What follows belongs to an exercise in optimizing a design on an open flow for small area; a production flow would make more cautious choices.
Function was checked by simulation only, so behaviour that the tests miss may differ from the original.
Power figures rest on the tool's default switching activity, not on a simulated workload.

== run 1 ==
## HopfieldNetwork
module HopfieldNetwork(
	input        clk,
	input        rst,
	input  [5'd31:0] pattern_input,
	output [5'd31:0] neuron_states
);
	wire same_input;
	wire converged;
	wire modify_neuron;
	wire modify_neuron_using_input;
	wire modify_weights;
	HopfieldDatapath dpath(
		.clk(clk),
		.rst(rst),
		.pattern_input(pattern_input),
		.modify_neuron(modify_neuron),
		.modify_neuron_using_input(modify_neuron_using_input),
		.modify_weights(modify_weights),
		.same_input(same_input),
		.converged(converged),
		.neuron_states(neuron_states)
	);
	HopfieldControl ctrl(
		.clk(clk),
		.rst(rst),
		.same_input(same_input),
		.converged(converged),
		.modify_neuron(modify_neuron),
		.modify_neuron_using_input(modify_neuron_using_input),
		.modify_weights(modify_weights)
	);
endmodule
Size: ~2,600 cells after synthesis, about 66 I/O pins, ~23,000 sq um of cells after synthesis.
clock: 9.0 ns
lec_check: 0
cap_margin: 20
core_margin: 2
core_utilization: 50
slew_margin: 20
standard.sh (not shown) runs the stock make flow with config.mk's settings and CLKGATE_MAP_FILE= SYNTH_SCRIPT=/design/flow/synth_recipe.tcl, a recipe that flattens the netlist after the stock synthesis.
==> flow/flow/run.sh <==
#!/bin/bash
# Layout flow: the standard ORFS flow (standard.sh) with three changes, set
# through ORFS's own variables:
#  - the buffers ABC inserts are removed at floorplan (repair_design re-buffers
#    only the nets that need it),
#  - the port buffers are the smallest buffer (they are still one per port),
#  - clock tree: clkbuf_8 leaf clusters of up to 15 sinks, no dummy loads.
set -euo pipefail
export REMOVE_ABC_BUFFERS=1
export BUFFER_PORTS_ARGS="-buffer_cell sky130_fd_sc_hd__buf_1"
export CTS_ARGS="-sink_clustering_enable -repair_clock_nets -dont_use_dummy_load -buf_list sky130_fd_sc_hd__clkbuf_8 -sink_clustering_size 15 -sink_clustering_max_diameter 60"
bash standard.sh finish > flow_orfs.log 2>&1
--- input diff run 1..run 2 ---
Settings: putting ABC_AREA at 1 where nothing was set; swapping 50 for 40 in CORE_UTILIZATION.
==> flow/run.sh (new file) <==
#!/bin/bash
# synth_recipe.tcl (not shown) runs the flow's synth.tcl, then flattens the netlist and writes it again
# the make line also repeats each setting of config.mk as NAME=value (left out here)
make -C /OpenROAD-flow-scripts/flow DESIGN_CONFIG=/design/flow/config.mk WORK_HOME=/design/flow/orfs CLKGATE_MAP_FILE= SYNTH_SCRIPT=/design/flow/synth_recipe.tcl finish
removed: flow/flow/run.sh
removed: flow/standard.sh
Between run 1 and run 2, the difference in sequential power is negligible.
In the metrics for run 1 and run 2, the one carrying the lower leakage power figure is run 1.
The capture point of the critical path comes out ctrl.state[0] in one run and ctrl.state[1] in the other, namely in run 1 and run 2 respectively.
Total power draw ended up about 30% higher on run 2 than on run 1.
### run 2 -> run 3
Settings: setting CELL_PAD_IN_SITES_DETAIL_PLACEMENT to 1 for the first time; removing ABC_AREA (formerly 1); changing CORE_UTILIZATION from 40 to 35.
==> flow/flow/run.sh (new file) <==
#!/bin/bash
# Layout flow: the standard ORFS flow (standard.sh) with these changes:
#  - after the standard synthesis, its combinational logic is mapped again
#    for area (flow/remap.sh); every flip-flop stays as synthesis made it,
#  - the buffers ABC inserts are removed at floorplan (repair_design re-buffers
#    only the nets that need it),
#  - the port buffers are the smallest buffer (they are still one per port),
#  - clock tree: clkbuf_8 leaf clusters of up to 15 sinks, no dummy loads.
set -euo pipefail
export REMOVE_ABC_BUFFERS=1
export BUFFER_PORTS_ARGS="-buffer_cell sky130_fd_sc_hd__buf_1"
export CTS_ARGS="-sink_clustering_enable -repair_clock_nets -dont_use_dummy_load -buf_list sky130_fd_sc_hd__clkbuf_8 -sink_clustering_size 15 -sink_clustering_max_diameter 60"
R=orfs/results/$FLOW_PLATFORM/HopfieldNetwork/base
bash standard.sh synth > flow_synth.log 2>&1
cp $R/1_2_yosys.v $R/1_2_yosys_standard.v
bash flow/remap.sh $R/1_2_yosys_standard.v $R/1_2_yosys.v > flow_remap.log 2>&1
rm -f $R/1_synth.odb $R/1_synth.sdc
bash standard.sh finish > flow_orfs.log 2>&1
==> flow/flow/area.abc (new file) <==
strash
&get -n
&st
&dch
&nf -a -R 1000 -E 1000
&put
topo
==> flow/flow/remap.sh (new file) <==
#!/bin/bash
# Re-map the combinational logic of the standard synthesis for area, keeping
# every flip-flop instance (name, cell type and connections) as it is.
# usage: remap.sh IN.v OUT.v
set -euo pipefail
IN=$1; OUT=$2
HERE=$(cd "$(dirname "$0")" && pwd)
P=$FLOW_HOME/platforms/$FLOW_PLATFORM
L=$(ls $P/lib/sky130_fd_sc_hd__tt_025C_1v80.lib)
DU=$(sed -n '/DONT_USE_CELLS/,/^$/p' $P/config.mk | grep -oE "sky130_fd_sc_hd__\w+" | sort -u | sed 's/^/-dont_use /' | tr '\n' ' ')
FF=$(grep -oE "sky130_fd_sc_hd__\w*(df|dl|edf|sdf|sedf)\w*" $IN | sort -u | tr '\n' ' ')
PERIOD_PS=$(awk "BEGIN{print int($FLOW_PERIOD_NS*1000)}")
yosys -p "read_liberty -ignore_miss_func $L; blackbox $FF; read_verilog $IN; hierarchy -top $FLOW_TOP; flatten; opt_clean -purge; abc -liberty $L $DU -D $PERIOD_PS -script $HERE/area.abc; opt_clean -purge; rename -hide w:_*.*; opt_clean -purge; hierarchy -top $FLOW_TOP; stat -liberty $L; write_verilog -noattr -noexpr -nohex -nodec $OUT"
==> flow/standard.sh (new file) <==
#!/bin/bash
# synth_recipe.tcl (not shown) runs the flow's synth.tcl, then flattens the netlist and writes it again
# the make line also repeats each setting of config.mk as NAME=value (left out here)
make -C /OpenROAD-flow-scripts/flow DESIGN_CONFIG=/design/flow/config.mk WORK_HOME=/design/flow/orfs CLKGATE_MAP_FILE= SYNTH_SCRIPT=/design/flow/synth_recipe.tcl "${@:-finish}"
removed: flow/run.sh
Area growth from synthesis to final layout came out higher on run 3 than on run 2. A most common cell after layout, fill and taps aside of sky130_fd_sc_hd__nand2_1 is what run 2 shows, while sky130_fd_sc_hd__dfxtp_1 belongs to run 3. Internal cell power delta (run 3 − run 2): favourable. Summary: with run 2 as the reference, clock buffer count from CTS in run 3 moved down by more than a quarter. Compared run 3 vs run 2, and remaining max-slew budget at the tightest pin is down in run 3. From run 2 to run 3 the numbers moved as follows: setup slack shows a reduction of 44 ps; maximum number of pins on one net before global-route repair climbed 8.4%; post-layout instance area saw a decrease. Clock period minus final worst setup slack: run 3 and run 2 compared, higher one is run 3.
For run 4, these inputs were changed with respect to run 3:
Settings: setting CTS_BUF_LIST to sky130_fd_sc_hd__clkbuf_8 for the first time; setting CTS_CLUSTER_SIZE to 15 for the first time; setting CTS_CLUSTER_DIAMETER to 60 for the first time.
==> flow/run.sh (new file) <==
#!/bin/bash
# synth_recipe.tcl (not shown) runs the flow's synth.tcl, then flattens the netlist and writes it again
# the make line also repeats each setting of config.mk as NAME=value (left out here)
make -C /OpenROAD-flow-scripts/flow DESIGN_CONFIG=/design/flow/config.mk WORK_HOME=/design/flow/orfs CLKGATE_MAP_FILE= SYNTH_SCRIPT=/design/flow/synth_recipe.tcl finish
removed: flow/flow/run.sh
removed: flow/flow/area.abc
removed: flow/flow/remap.sh
removed: flow/standard.sh
==> notes.md <==
- Diff run 4 and run 3: number of placed cells counting well taps higher in run 4
- The die used by run 4 is larger than the one used by run 3.
- In run 4 relative to run 3, number of signal-net buffers in the layout had gone down slightly.
- The run showing the smaller total length of routed met3 wires is run 4.
Setup changes, run 4 to run 5
Settings: clearing CTS_CLUSTER_DIAMETER, which used to be 60; clearing CTS_BUF_LIST, which used to be sky130_fd_sc_hd__clkbuf_8; clearing CTS_CLUSTER_SIZE, which used to be 15.
==> flow/flow/run.sh (new file) <==
#!/bin/bash
# Layout flow: the standard ORFS flow (standard.sh) with these changes:
#  - after the standard synthesis, its combinational logic is mapped again
#    for area (flow/remap.sh); every flip-flop stays as synthesis made it,
#  - the buffers ABC inserts are removed at floorplan (repair_design re-buffers
#    only the nets that need it),
#  - the port buffers are the smallest buffer (they are still one per port),
#  - clock tree: clkbuf_8 leaf clusters of up to 15 sinks, no dummy loads.
set -euo pipefail
export REMOVE_ABC_BUFFERS=1
export BUFFER_PORTS_ARGS="-buffer_cell sky130_fd_sc_hd__buf_1"
export CTS_ARGS="-sink_clustering_enable -repair_clock_nets -dont_use_dummy_load -buf_list sky130_fd_sc_hd__clkbuf_8 -sink_clustering_size 15 -sink_clustering_max_diameter 60"
R=orfs/results/$FLOW_PLATFORM/HopfieldNetwork/base
bash standard.sh synth > flow_synth.log 2>&1
cp $R/1_2_yosys.v $R/1_2_yosys_standard.v
bash flow/remap.sh $R/1_2_yosys_standard.v $R/1_2_yosys.v > flow_remap.log 2>&1
rm -f $R/1_synth.odb $R/1_synth.sdc
bash standard.sh finish > flow_orfs.log 2>&1
==> flow/flow/area.abc (new file) <==
strash
&get -n
&st
&b -d
&dch
&nf -a -R 1000 -E 1000
&put
topo
==> flow/flow/remap.sh (new file) <==
#!/bin/bash
# Re-map the combinational logic of the standard synthesis for area, keeping
# every flip-flop instance (name, cell type and connections) as it is.
# usage: remap.sh IN.v OUT.v
set -euo pipefail
IN=$1; OUT=$2
HERE=$(cd "$(dirname "$0")" && pwd)
P=$FLOW_HOME/platforms/$FLOW_PLATFORM
L=$(ls $P/lib/sky130_fd_sc_hd__tt_025C_1v80.lib)
DU=$(sed -n '/DONT_USE_CELLS/,/^$/p' $P/config.mk | grep -oE "sky130_fd_sc_hd__\w+" | sort -u | sed 's/^/-dont_use /' | tr '\n' ' ')
FF=$(grep -oE "sky130_fd_sc_hd__\w*(df|dl|edf|sdf|sedf)\w*" $IN | sort -u | tr '\n' ' ')
PERIOD_PS=$(awk "BEGIN{print int($FLOW_PERIOD_NS*1000)}")
yosys -p "read_liberty -ignore_miss_func $L; blackbox $FF; read_verilog $IN; hierarchy -top $FLOW_TOP; flatten; opt_clean -purge; abc -liberty $L $DU -D $PERIOD_PS -script $HERE/area.abc; opt_clean -purge; rename -hide w:_*.*; opt_clean -purge; hierarchy -top $FLOW_TOP; stat -liberty $L; write_verilog -noattr -noexpr -nohex -nodec $OUT"
==> flow/standard.sh (new file) <==
#!/bin/bash
# synth_recipe.tcl (not shown) runs the flow's synth.tcl, then flattens the netlist and writes it again
# the make line also repeats each setting of config.mk as NAME=value (left out here)
make -C /OpenROAD-flow-scripts/flow DESIGN_CONFIG=/design/flow/config.mk WORK_HOME=/design/flow/orfs CLKGATE_MAP_FILE= SYNTH_SCRIPT=/design/flow/synth_recipe.tcl "${@:-finish}"
removed: flow/run.sh
- Run 5 finished every stage and its layout cleared the timing, DRC and antenna checks.
- Compared with run 4, in run 5 overall routing resource usage went up; switching power as a share of total power went down; total inserted antenna cells went up; critical path depth went up; synthesized cell count went down.
- Going from run 4 to run 5, the wire length of the first global-routing pass was found to have gone down by 6600 um.
- Diff run 4 -> run 5: power density over the cells went down about 11%; non-clock buffer count went up 9.

what the ideal ports hide:
No port has a modelled driver above. Below, the same layouts with a new extraction and two added sets of constraints.
Step 1 assumes that a clkbuf_16 drives the clock port and a buf_2 every other input.
Step 2 times the ports against the registers' clock, not the clock port: input delays grow and output delays shrink by t, the midpoint of the rising clock arrivals with the driver on.
Slacks: no drivers / after step 1 / after step 2; pairs: no drivers / after step 1.
| run | shift t [ns] | setup slack, ns | worst setup path after step 2 | worst data-port slew with drivers (ns) | cell pins on the clock port's net |
|---|---|---|---|---|---|
| run 1 | 0.748 | 4.816 / 4.816 / 4.513 | input to register | 0.04 | 1 |
| run 2 | 0.659 | 4.422 / 4.464 / 3.805 | input to register | 0.06 | 1 |
| run 3 | 0.768 | 4.379 / 4.379 / 4.379 | register to register | 0.04 | 1 |
| run 4 | 0.757 | 3.947 / 3.947 / 3.542 | input to register | 0.05 | 1 |
| run 5 | 0.735 | 4.232 / 4.232 / 4.232 | register to register | 0.03 | 1 |
After both steps every run listed still meets setup and hold. The setup slack of run 2, which loses most, moves by +0.042 ns with the drivers and by -0.617 ns with both steps.
